From an optimization exercise on the open Yosys and OpenROAD flow, aimed at small area and a short achievable clock period; shortcuts taken in it are not production practice. No functional check of the RTL was part of any run shown here. No activity file was given, so power comes from the tool's default toggle rates.

==> design.v <==
`timescale 1ns / 1ps
module CPU(
input [15:0]i_datain,
input [15:0]d_datain,
input clock,
input reset,
input enable,
input start,
output [7:0]i_addr,
output [7:0]d_addr,
output [15:0]d_dataout,
output d_we
);
reg        state;           
wire       run = state;
reg  [7:0] pc;
reg  [15:0] gr [7:0];
reg  [7:0] gv;              
reg        zf, nf, cf;
reg  [4:0] d_op;            
reg  [2:0] d_rd;
reg  [15:0] d_a, d_b;
reg  [4:0] e_op;            
reg  [2:0] e_rd;
reg  [15:0] e_r;            
reg  [7:0] e_sd;            
reg        e_cf;            
reg  [15:0] m_c;
reg  [7:0] m_sd;
reg        m_we, m_take, m_wen, m_halt;    
reg        m_load;
reg  [2:0] m_rd;
reg        w_halt;          
integer k;
assign i_addr    = pc;
assign d_addr    = m_c[7:0];
assign d_we      = m_we;
assign d_dataout = {m_c[15:8], m_sd};
always @(posedge clock or negedge reset)
    if (!reset)
        state <= 1'b0;
    else if (state)
        state <= enable & ~w_halt;
    else
        state <= enable & start;
wire [4:0] f_op  = i_datain[15:11];
wire [2:0] f_r1  = i_datain[10:8];
wire [7:0] f_imm = i_datain[7:0];
wire f_user1 = (f_op == 5'b10000) || (f_op == 5'b01001) || (f_op == 5'b01011)
             || (f_op[4:3] == 2'b11);
wire f_store = (f_op == 5'b00011);
wire f_shl   = (f_op[4:1] == 4'b0010);
wire f_val3  = (f_op[4:2] == 3'b001) || (f_op[4:1] == 4'b0001);   
wire f_imm8  = (f_op == 5'b01001) || (f_op == 5'b01011) || (f_op[4:3] == 2'b11);
wire f_ldih  = (f_op == 5'b10000);
wire f_sub   = (f_op == 5'b01010) || (f_op == 5'b01011) || (f_op == 5'b10010)
             || (f_op == 5'b01100);
wire [2:0] f_ia = f_user1 ? f_r1 : i_datain[6:4];
wire [2:0] f_ib = f_store ? f_r1 : i_datain[2:0];
wire [7:0] sela = (8'd1 << f_ia) & gv;
wire [7:0] selb = (8'd1 << f_ib) & gv;
reg  [15:0] rx, ry;
always @(*) begin
    rx = 16'd0;
    ry = 16'd0;
    for (k = 0; k < 8; k = k + 1) begin
        rx = rx | (gr[k] & {16{sela[k]}});
        ry = ry | (gr[k] & {16{selb[k]}});
    end
end
reg [15:0] f_a, f_b;
always @(*) begin
    for (k = 0; k < 16; k = k + 1)
        f_a[k] = f_shl ? rx[15-k] : rx[k];
    if (f_store) f_a[15:8] = ry[7:0];         
    if (f_val3)
        f_b = {(f_store ? ry[15:8] : 8'd0), 4'd0, i_datain[3:0]};
    else if (f_imm8)
        f_b = {8'd0, f_imm};
    else if (f_ldih)
        f_b = {f_imm, 8'd0};
    else
        f_b = ry;
    if (f_sub) f_b = ~f_b;
end
always @(posedge clock or negedge reset)
    if (!reset) begin
        pc <= 8'd0;
        d_op <= 5'd0;
    end else if (run) begin
        pc <= m_take ? m_c[7:0] : pc + 8'd1;
        d_op <= f_op;
    end
always @(posedge clock)
    if (run) begin
        d_rd <= f_r1;
        d_a <= f_a;
        d_b <= f_b;
    end
wire [15:0] a = d_a;
wire [15:0] b = d_b;
wire d_addc = (d_op == 5'b10001);
wire d_subc = (d_op == 5'b10010);
wire d_sub  = (d_op == 5'b01010) || (d_op == 5'b01011) || (d_op == 5'b01100);
wire cin = d_addc ? cf : d_subc ? ~cf : d_sub;
reg  [15:0] gg, gp, tg, tp;
integer lv, j;
always @(*) begin
    gg = a & b;
    gp = a ^ b;
    for (lv = 0; lv < 4; lv = lv + 1) begin
        tg = gg;
        tp = gp;
        for (j = 0; j < 16; j = j + 1)
            if (j >= (1 << lv)) begin
                gg[j] = tg[j] | (tp[j] & tg[j - (1 << lv)]);
                gp[j] = tp[j] & tp[j - (1 << lv)];
            end
    end
end
wire [15:0] p0   = a ^ b;
wire [15:0] sum  = p0 ^ ({gg[14:0], 1'b0} ^ ({gp[14:0], 1'b1} & {16{cin}}));
wire        cout = gg[15] | (gp[15] & cin);
wire        kill = d_addc & cf & (&b);
reg t3, t2, t1;
always @(*) begin
    case (d_op)
        5'b01101: {t3, t2, t1} = 3'b100;    
        5'b01110: {t3, t2, t1} = 3'b111;    
        5'b01111: {t3, t2, t1} = 3'b011;    
        default:  {t3, t2, t1} = 3'b101;    
    endcase
end
wire [15:0] lg = (a & b & {16{t3}}) | (a & ~b & {16{t2}}) | (~a & b & {16{t1}});
wire        d_shl = (d_op[4:1] == 4'b0010);
wire        fill = (d_op == 5'b00111) & a[15];
wire [31:0] sh0 = {{16{fill}}, a};
wire [31:0] sh1 = b[0] ? {1'b0, sh0[31:1]} : sh0;
wire [31:0] sh2 = b[1] ? {2'b0, sh1[31:2]} : sh1;
wire [31:0] sh3 = b[2] ? {4'b0, sh2[31:4]} : sh2;
wire [15:0] y   = b[3] ? sh3[23:8] : sh3[15:0];
reg  [15:0] yr;
always @(*)
    for (k = 0; k < 16; k = k + 1)
        yr[k] = y[15-k];
wire d_logic = (d_op[4:2] == 3'b011) && (d_op[1:0] != 2'b00);    
wire d_shift = (d_op[4:2] == 3'b001);
wire d_jump  = (d_op == 5'b11000);
wire d_store = (d_op == 5'b00011);
wire [15:0] sh = d_shl ? yr : y;
wire [7:0] res_lo = (d_logic | d_jump) ? lg[7:0] : d_shift ? sh[7:0] : sum[7:0];
wire [7:0] res_hi = (d_logic | d_store) ? lg[15:8] : d_shift ? sh[15:8] : sum[15:8];
always @(posedge clock or negedge reset)
    if (!reset)
        e_op <= 5'd0;
    else if (run)
        e_op <= d_op;
always @(posedge clock)
    if (run) begin
        e_rd <= d_rd;
        e_r  <= {res_hi, res_lo};
        e_sd <= a[15:8];
        e_cf <= cout & ~kill;
    end
wire e_zn = (e_op == 5'b01000) || (e_op == 5'b01001) || (e_op == 5'b10001)
          || (e_op == 5'b01010) || (e_op == 5'b01011) || (e_op == 5'b10010)
          || (e_op == 5'b01100);
wire e_c  = (e_op == 5'b01000) || (e_op == 5'b01001) || (e_op == 5'b10001);
reg cond;
always @(*)
    case (e_op[2:1])
        2'b00: cond = 1'b1;
        2'b01: cond = zf;
        2'b10: cond = nf;
        2'b11: cond = cf;
    endcase
wire e_take = (e_op[4:3] == 2'b11) && ((e_op[2:1] == 2'b00) || (cond ^ e_op[0]));
wire e_wen = (e_op == 5'b00010) || (e_op == 5'b10000) || (e_op == 5'b01000)
          || (e_op == 5'b01001) || (e_op == 5'b10001) || (e_op == 5'b01010)
          || (e_op == 5'b01011) || (e_op == 5'b10010) || (e_op == 5'b01101)
          || (e_op == 5'b01110) || (e_op == 5'b01111) || (e_op[4:2] == 3'b001);
always @(posedge clock or negedge reset)
    if (!reset) begin
        zf <= 1'b0; nf <= 1'b0; cf <= 1'b0;
        m_we <= 1'b0; m_take <= 1'b0; m_wen <= 1'b0; m_halt <= 1'b0;
    end else if (run) begin
        if (e_zn) begin
            zf <= (e_r == 16'd0);
            nf <= e_r[15];
        end
        if (e_c)
            cf <= e_cf;
        m_we <= (e_op == 5'b00011);
        m_take <= e_take;
        m_wen <= e_wen;
        m_halt <= (e_op == 5'b00001);
    end
always @(posedge clock)
    if (run) begin
        m_c <= e_r;
        m_sd <= e_sd;
        m_load <= (e_op == 5'b00010);
        m_rd <= e_rd;
    end
always @(posedge clock or negedge reset)
    if (!reset) begin
        w_halt <= 1'b0;
        gv <= 8'd0;
    end else if (run) begin
        w_halt <= m_halt;
        if (m_wen)
            gv[m_rd] <= 1'b1;
    end
always @(posedge clock)
    if (run & m_wen)
        gr[m_rd] <= m_load ? d_datain : m_c;
endmodule
==> run.sh <==
#!/bin/bash
# synth_recipe.tcl (not shown) runs the flow's synth.tcl, then flattens the netlist and writes it again
# the make line also repeats each setting of config.mk as NAME=value (left out here)
make -C /OpenROAD-flow-scripts/flow DESIGN_CONFIG=/design/flow/config.mk WORK_HOME=/design/flow/orfs CLKGATE_MAP_FILE= SYNTH_SCRIPT=/design/flow/synth_recipe.tcl finish
==> config.mk <==
export PLATFORM = sky130hd
export DESIGN_NAME = CPU
export DESIGN_NICKNAME = CPU
export VERILOG_FILES = /design/flow/design.v
export SDC_FILE = /design/flow/constraint.sdc
export NUM_CORES = 4
export LEC_CHECK = 0
export CAP_MARGIN = 20
export CORE_MARGIN = 2
export CORE_UTILIZATION = 40
export SETUP_SLACK_MARGIN = 1.0
export SLEW_MARGIN = 20
==> constraint.sdc <==
create_clock -name core_clock -period 3.8 [get_ports {clock}]
set_input_delay 0.7600 -clock core_clock [delete_from_list [all_inputs] [get_ports {clock}]]
set_output_delay 0.7600 -clock core_clock [all_outputs]
set_load 0.01 [all_outputs]
==> results of run 1 <==
[per-stage QoR]
step	setup WS (ps)	cell area, sq um	hold WS, ps	std cells
floorplan	894	15000	400	1284
global placement	-162	16400	403	1813
detailed placement	-144	16400	406	1813
CTS	966	18100	333	1906
global route	852	18700	366	1936
finish	875	18700	318	1936
[per-layer routing]
layer	vias up	share of wire (%)
li1	5378	-
met4	0	4.8
met1	5981	41
met3	149	6.9
met5	-	0
met2	628	48
[layout make-up]
class                           count  area share (%)
Sequential cell                   254            39.9
Multi-Input combinational cell    884            39.9
Inverter                           58            1.22
Tap cell                          461            3.09
Clock inverter                     21            1.19
Timing Repair Buffer              227            10.9
Clock buffer                       31            3.81
[state kept, by name, indices dropped and copies added, names as in the netlist, 3 cells and up]
register,count
gv,8
e_rd,3
e_op,5
e_sd,8
pc,8
d_b,16
d_op,5
m_sd,8
e_r,16
d_rd,3
m_c,16
d_a,16
gr,128
m_rd,3
[timing repair]
item	4_1_cts	5_1_grt
setup buffers	41	29
gates resized for setup	93	83
cloned	0	1
setup endpoints to repair	42	42
pin swaps	36	36
[path summary, 6_finish.rpt]
check / cells after the start / endpoint / slack, ps / from
hold reg to reg: 0 / m_rd[0]$_DFFE_PP_ / 420 / e_rd[0]$_DFFE_PP_
setup reg to reg: 9 / e_r[11]$_DFFE_PP_ / 870 / d_a[6]$_DFFE_PP_
min in group core_clock: 0 / m_rd[0]$_DFFE_PP_ / 420 / e_rd[0]$_DFFE_PP_
max in group asynchronous: 1 / state$_DFF_PN0_ / 2830 / reset
hold / removal: 1 / gv[0]$_DFFE_PN0P_ / 320 / reset
setup / recovery: 9 / e_r[11]$_DFFE_PP_ / 870 / d_a[6]$_DFFE_PP_
[power by group through the flow]
stage                     registers (mW)  clock network, mW  logic (mW)
final                               3.83               2.74        3.02
after global routing                3.88               2.89        3.24
after CTS                           3.82               2.78        2.80
after detailed placement            3.89                  0        2.56
after global placement              3.89                  0        2.55
after floorplan                     3.75                  0        1.72
[synthesized netlist by cell type, drive strengths merged, types with 9 or more instances]
library cell	count	area [sq um]
mux4	11	248
and2	9	56.3
nand2	105	394
and3	17	106
xnor2	12	105
nand2b	11	76.3
mux2i	47	470
buf	33	174
clkbuf	56	210
inv	56	210
a22oi	59	443
o22ai	12	75.1
edfxtp	219	6580
dfrtp	35	876
nand3	45	225
a21oi	57	289
a222oi	32	320
a22o	14	123
nor3	25	125
o21ai	50	250
ha	52	651
mux2	36	405
xor2	22	193
nand4	10	62.6
nor2	58	220
nor2b	11	68.8
nor4	15	93.8
a221oi	31	272
[cells by family after synthesis]
group	synth area share [%]
compound gates	18.3
mux	7.72
flops	51.2
fa+ha+maj	4.61
xor+xnor	2.05
buf+inv	4.14
simple gates	11.9
==> flow_metrics.tcl, run 1 <==
set metrics [dict create \
    worstPathArrival_ps 3210 \
    clockPowerShare_pct 28.6 \
    die_area_sq_mm 0.0379 \
    drtIter0Drc 1265 \
    critPathCaptureType "flip-flop" \
    final_cell_mix "219 x edfxtp_1, 136 x buf_4, 105 x nand2_1" \
    power.leakage_nw 6.89 \
    worstPathRequired_ps 4090 \
    yosys_register_bits 254 \
    grt_use_met1_pct 33.1 \
    grt_usage_pct 25.3 \
    ioPinCount 69 \
    drive_above_1_share_pct 27.7 \
    power_density_mw_per_mm2 514 \
    first_pass_iters 9 \
    fin_worst_skew_ps 12.9 \
    critPathKind "reg2reg" \
    crit_path_start_kind "flip-flop" \
    setup_violations 0 \
    swShare_pct 33.7 \
    status "timing/DRC/antenna clean" \
    slowest_stage "edfxtp_1" \
    path_delay_family "compound AO/OA/AOI/OAI gates" \
    max_stage_delay_ps 540 \
    drt_drc_violations_left 0 \
    use_met3_pct 3.14 \
    cp_max_fo 4 \
    path_clk_slew_ps 60 \
    tightest_slew_ps 1140 \
    seq_area_frac_synth_pct 51.2 \
    start_util_pct 40.8 \
    cts_buffers 28 \
    syn-num-nets 1373 \
    fin_setup_tns_ps 0 \
    cts_tree "built" \
    ctsHoldBuffers 0 \
    synth_area_per_cell_sq_um 11.3 \
    area_growth_pct 28.4 \
    fillCellCount 3059 \
    fmax_ghz 0.342 \
    fin_crit_ps 2930 \
    final_common_cell "edfxtp_1" \
    dieHeight_um 195 \
    ys_warn_count 1 \
    fin_crit_sh_pct 77.0 \
    grt_max_degree 58 \
    peakVddDrop_mv 0.288 \
    clock_path_buffers 3 \
    p_total_mw 9.60 \
    root_buffer "clkbuf_16" \
    place_congestion 0.936 \
    core_sq_mm 0.0357 \
    synthCells 1284 \
    power_switching_mw 3.23 \
    dieWidth_um 195 \
    crit_chain "buf_6 > ha_4 > or4_4 > o22ai_4 > o221a_4 > mux2i_1 > o21ai_1 > xnor2_1 > o311a_1" \
    vias_per_cell 6.27 \
    port_buffers 68 \
    cts_max_level 1 \
    numClockSinks 254 \
    slew_headroom_pct 23.2 \
    drv_cap 0 \
    drt_wl_total_um 49600 \
    grt_setup_unrepaired "true" \
    layout.nets 1542 \
    dp_hpwl_um 34200 \
    synth_edf_count 219 \
    ant_nets 0 \
    utilization_pct 52.4 \
    grt_pass1_wl_um 73300 \
    ys_async_sr_fraction_pct 13.8 \
    ys_dominant_reg_cell "edfxtp_1" \
    hp-class "in2async" \
    ys_types 86 \
    antenna_found_initial 0 \
    grt-ovfl-total 0 \
    num_rows 69 \
    num_vias 12100 \
    multiInputGateArea_sq_mm 0.00745 \
    hold_violations 0 \
    finalMaxSlewViolations 0 \
    wl_per_cell_um 25.6 \
    ff_latch_area_sq_mm 0.00746 \
    grt_pass1_vias 11800 \
    antenna_cells 0 \
    syn_area_sq_mm 0.0146 \
    path_buf_inv 1 \
    p_seq_share_pct 39.9 \
    clock_latency_ps 560 \
    intPower_mw 6.37 \
    busiest_layer "met2" \
    comb_power_share_pct 31.5 \
    use_met2_pct 42.3 \
]
==> run 2: changes to the inputs <==
--- a/config.mk
+++ b/config.mk
@@ -8,5 +8,5 @@
 export CAP_MARGIN = 20
 export CORE_MARGIN = 2
 export CORE_UTILIZATION = 40
-export SETUP_SLACK_MARGIN = 1.0
+export SETUP_SLACK_MARGIN = 1.5
 export SLEW_MARGIN = 20
==> run 2 against run 1 <==
  * Non-clock buffer count increased by 80
  * Synthesized area unchanged
  * Highest routed layer unchanged
  * Largest power group unchanged
  * Power increased by 6.1%
  * First-iteration DRC count increased by 44%
  * Sequential cell count unchanged
  * Critical endpoint unchanged
  * Final area increased by 9.4%
  * Sequential power about the same
==> flow_metrics.tcl, run 2 <==
set metrics [dict create \
    status "timing/DRC/antenna clean" \
    clock_latency_ps 560 \
    grt_pass1_wl_um 78300 \
    dieHeight_um 195 \
    root_buffer "clkbuf_16" \
    yosys_register_bits 254 \
    critPathKind "reg2reg" \
    hold_violations 0 \
    power_density_mw_per_mm2 498 \
    regMostFlops "gr" \
    hp-class "in2async" \
    synth.most_common_cell "edfxtp_1" \
    busiest_layer "met2" \
    port_buffers 68 \
    drv_cap 0 \
    worstPathRequired_ps 4090 \
    yosys.area.top_type_share_pct 45.2 \
    numClockSinks 254 \
    cts_buffers 26 \
    fin_worst_skew_ps 24.7 \
    cts_max_level 1 \
    setup_violations 0 \
    core_sq_mm 0.0357 \
    ys_dominant_reg_cell "edfxtp_1" \
    syn_area_sq_mm 0.0146 \
    layout.nets 1625 \
    instances_no_fill 2017 \
    syn-num-nets 1373 \
    tightest_slew_ps 1190 \
    dp_hpwl_um 34300 \
    dp_cells 1792 \
    antenna_found_initial 0 \
    worstPathArrival_ps 3130 \
    antenna_cells 0 \
    critPathCaptureType "flip-flop" \
    grt_use_met1_pct 36.2 \
    synthCells 1284 \
    area_growth_pct 40.4 \
    ys_warn_count 1 \
    first_pass_iters 9 \
    grt-ovfl-total 0 \
    ioPinCount 69 \
    drive_above_1_share_pct 38.9 \
    vias_per_cell 6.37 \
    synth_edf_count 219 \
    grt_max_degree 68 \
    place_congestion 0.980 \
    fin_setup_tns_ps 0 \
    peakVddDrop_mv 0.326 \
    ant_nets 0 \
    drt_drc_violations_left 0 \
    start_util_pct 40.8 \
    grt_usage_pct 27.1 \
    path_clk_slew_ps 70 \
    final_common_cell "edfxtp_1" \
    clock_path_buffers 3 \
    slew_headroom_pct 20.1 \
    num_rows 69 \
    power.leakage_nw 7.72 \
    ys_types 86 \
    grt_pass1_vias 12200 \
    ys_async_sr_fraction_pct 13.8 \
    drt_wl_total_um 53500 \
    cp_max_fo 5 \
    largest_reg_flops 128 \
    fin_crit_sh_pct 74.8 \
    grt_setup_unrepaired "true" \
    wl_per_cell_um 26.5 \
    synth_area_per_cell_sq_um 11.3 \
    fmax_ghz 0.352 \
    use_met3_pct 3.38 \
    num_vias 12900 \
    cts_tree "built" \
    fin_crit_ps 2840 \
    seq_area_frac_synth_pct 51.2 \
    finalMaxSlewViolations 0 \
    drtIter0Drc 1821 \
    synthTopCellsByCount "219 x edfxtp_1, 105 x nand2_1, 59 x a22oi_1" \
    synthTopCellsByArea "edfxtp_1 45%, dfrtp_1 6.0%, ha_1 4.5%" \
    use_met2_pct 44.1 \
    dieWidth_um 195 \
    die_area_sq_mm 0.0379 \
    yosys.area.top_type "edfxtp_1" \
    final_cell_mix "219 x edfxtp_1, 158 x buf_4, 94 x nand2_1" \
    crit_path_start_kind "flip-flop" \
]
## run 2: final cells by class
cell class,count,area [sq um]
inverter,58,220
timing repair buffer,307,3000
tap,461,577
clock inverter,21,268
clock buffer,27,676
sequential,254,7460
fill,2854,15200
multi-input combinational,889,8240
## run 2: final timing paths
| kind | start | to | slack, ps | depth (start not counted) |
|---|---|---|---|---|
| worst max-delay path | d_b[4]$_DFFE_PP_ | e_r[11]$_DFFE_PP_ | 960 | 9 |
| worst min-delay path | reset | gv[6]$_DFFE_PN0P_ | 290 | 1 |
| worst max register to register | d_b[4]$_DFFE_PP_ | e_r[11]$_DFFE_PP_ | 960 | 9 |
| worst min register to register | e_rd[2]$_DFFE_PP_ | m_rd[2]$_DFFE_PP_ | 420 | 0 |
| max in group asynchronous | reset | state$_DFF_PN0_ | 2860 | 1 |
| min in group core_clock | e_rd[2]$_DFFE_PP_ | m_rd[2]$_DFFE_PP_ | 420 | 0 |
## run 2: through the flow
| step | total power [mW] | worst slack, ps | area [sq um] | util [%] | hold WS [ps] |
|---|---|---|---|---|---|
| after CTS | 9.84 | 1010 | 19500 | 54.6 | 321 |
| after global routing | 10.6 | 866 | 20400 | 57.3 | 362 |
| final | 10.2 | 956 | 20400 | 57.3 | 291 |
| after global placement | 6.51 | -79.0 | 16500 | 46.4 | 402 |
| after detailed placement | 6.53 | -95.0 | 16500 | 46.4 | 405 |
| after floorplan | 5.60 | 904 | 15300 | - | 400 |
## run 2: cells by family after synthesis
group,count (synthesis),synth area share [%]
simple gates,345,11.9
mux,94,7.72
xor+xnor,34,2.05
buf+inv,147,4.14
compound gates,357,18.3
fa+ha+maj,53,4.61
flops,254,51.2
## run 2: routing by layer
metal / wire length (um) / part of all wire (%)
met4: 3180 / 5.9
met5: 0 / 0
met2: 24700 / 46
met1: 21000 / 39
met3: 4560 / 8.5
## run 2: worst max-delay path, cell delays in order (launching register included)
cell and delay [ps]:
edfxtp_1 500, buf_6 170, ha_4 170, or4_4 500
o22ai_4 210, o221a_4 270, mux2i_1 190, o21ai_1 100
xnor2_1 140, o311a_1 330
## run 2: power by group
| group | total, mW | switching [mW] | internal [mW] | leakage, nW |
|---|---|---|---|---|
| logic | 3.57 | 1.92 | 1.65 | 4.82 |
| clock network | 2.78 | 1.17 | 1.61 | 0.454 |
| registers | 3.84 | 0.379 | 3.46 | 2.45 |
| total | 10.2 | 3.47 | 6.71 | 7.72 |
## run 2: repair_timing
| action | in CTS | in global routing |
|---|---|---|
| endpoints found under the hold margin | 0 | 0 |
| hold buffers | 0 | 0 |
| gates resized for setup | 260 | 117 |
| buffers inserted | 116 | 50 |
| gates cloned | 9 | 2 |
| pin swaps | 99 | 84 |
| setup endpoints to repair | 66 | 63 |

==> port drivers added, routing unchanged <==
How much do the figures lean on ideal ports? The routed layouts below were timed once more, with nothing changed but the port constraints. Step 1: set_driving_cell puts a clkbuf_16 on clock and a buf_2 on each other input, an assumption about the parent block. Step 2 moves the port delays by t, midway between the first and last clock arrival at a register: inputs arrive t later, outputs are due t later. That takes back most of the time a late clock gives input paths. a / b / c = no drivers / after step 1 / after step 2; a / b = the first two.
run | t, ns | setup slack, ns | latest minus earliest clock arrival (ns)
run 1 | 0.609 | 0.875 / 0.875 / 0.413 | 0.014 / 0.014
run 2 | 0.601 | 0.956 / 0.956 / 0.515 | 0.027 / 0.027
After both steps every run listed still meets setup and hold. For run 1, which loses most, drivers alone change the setup slack by 0.000 ns; drivers and shift together by -0.462 ns.
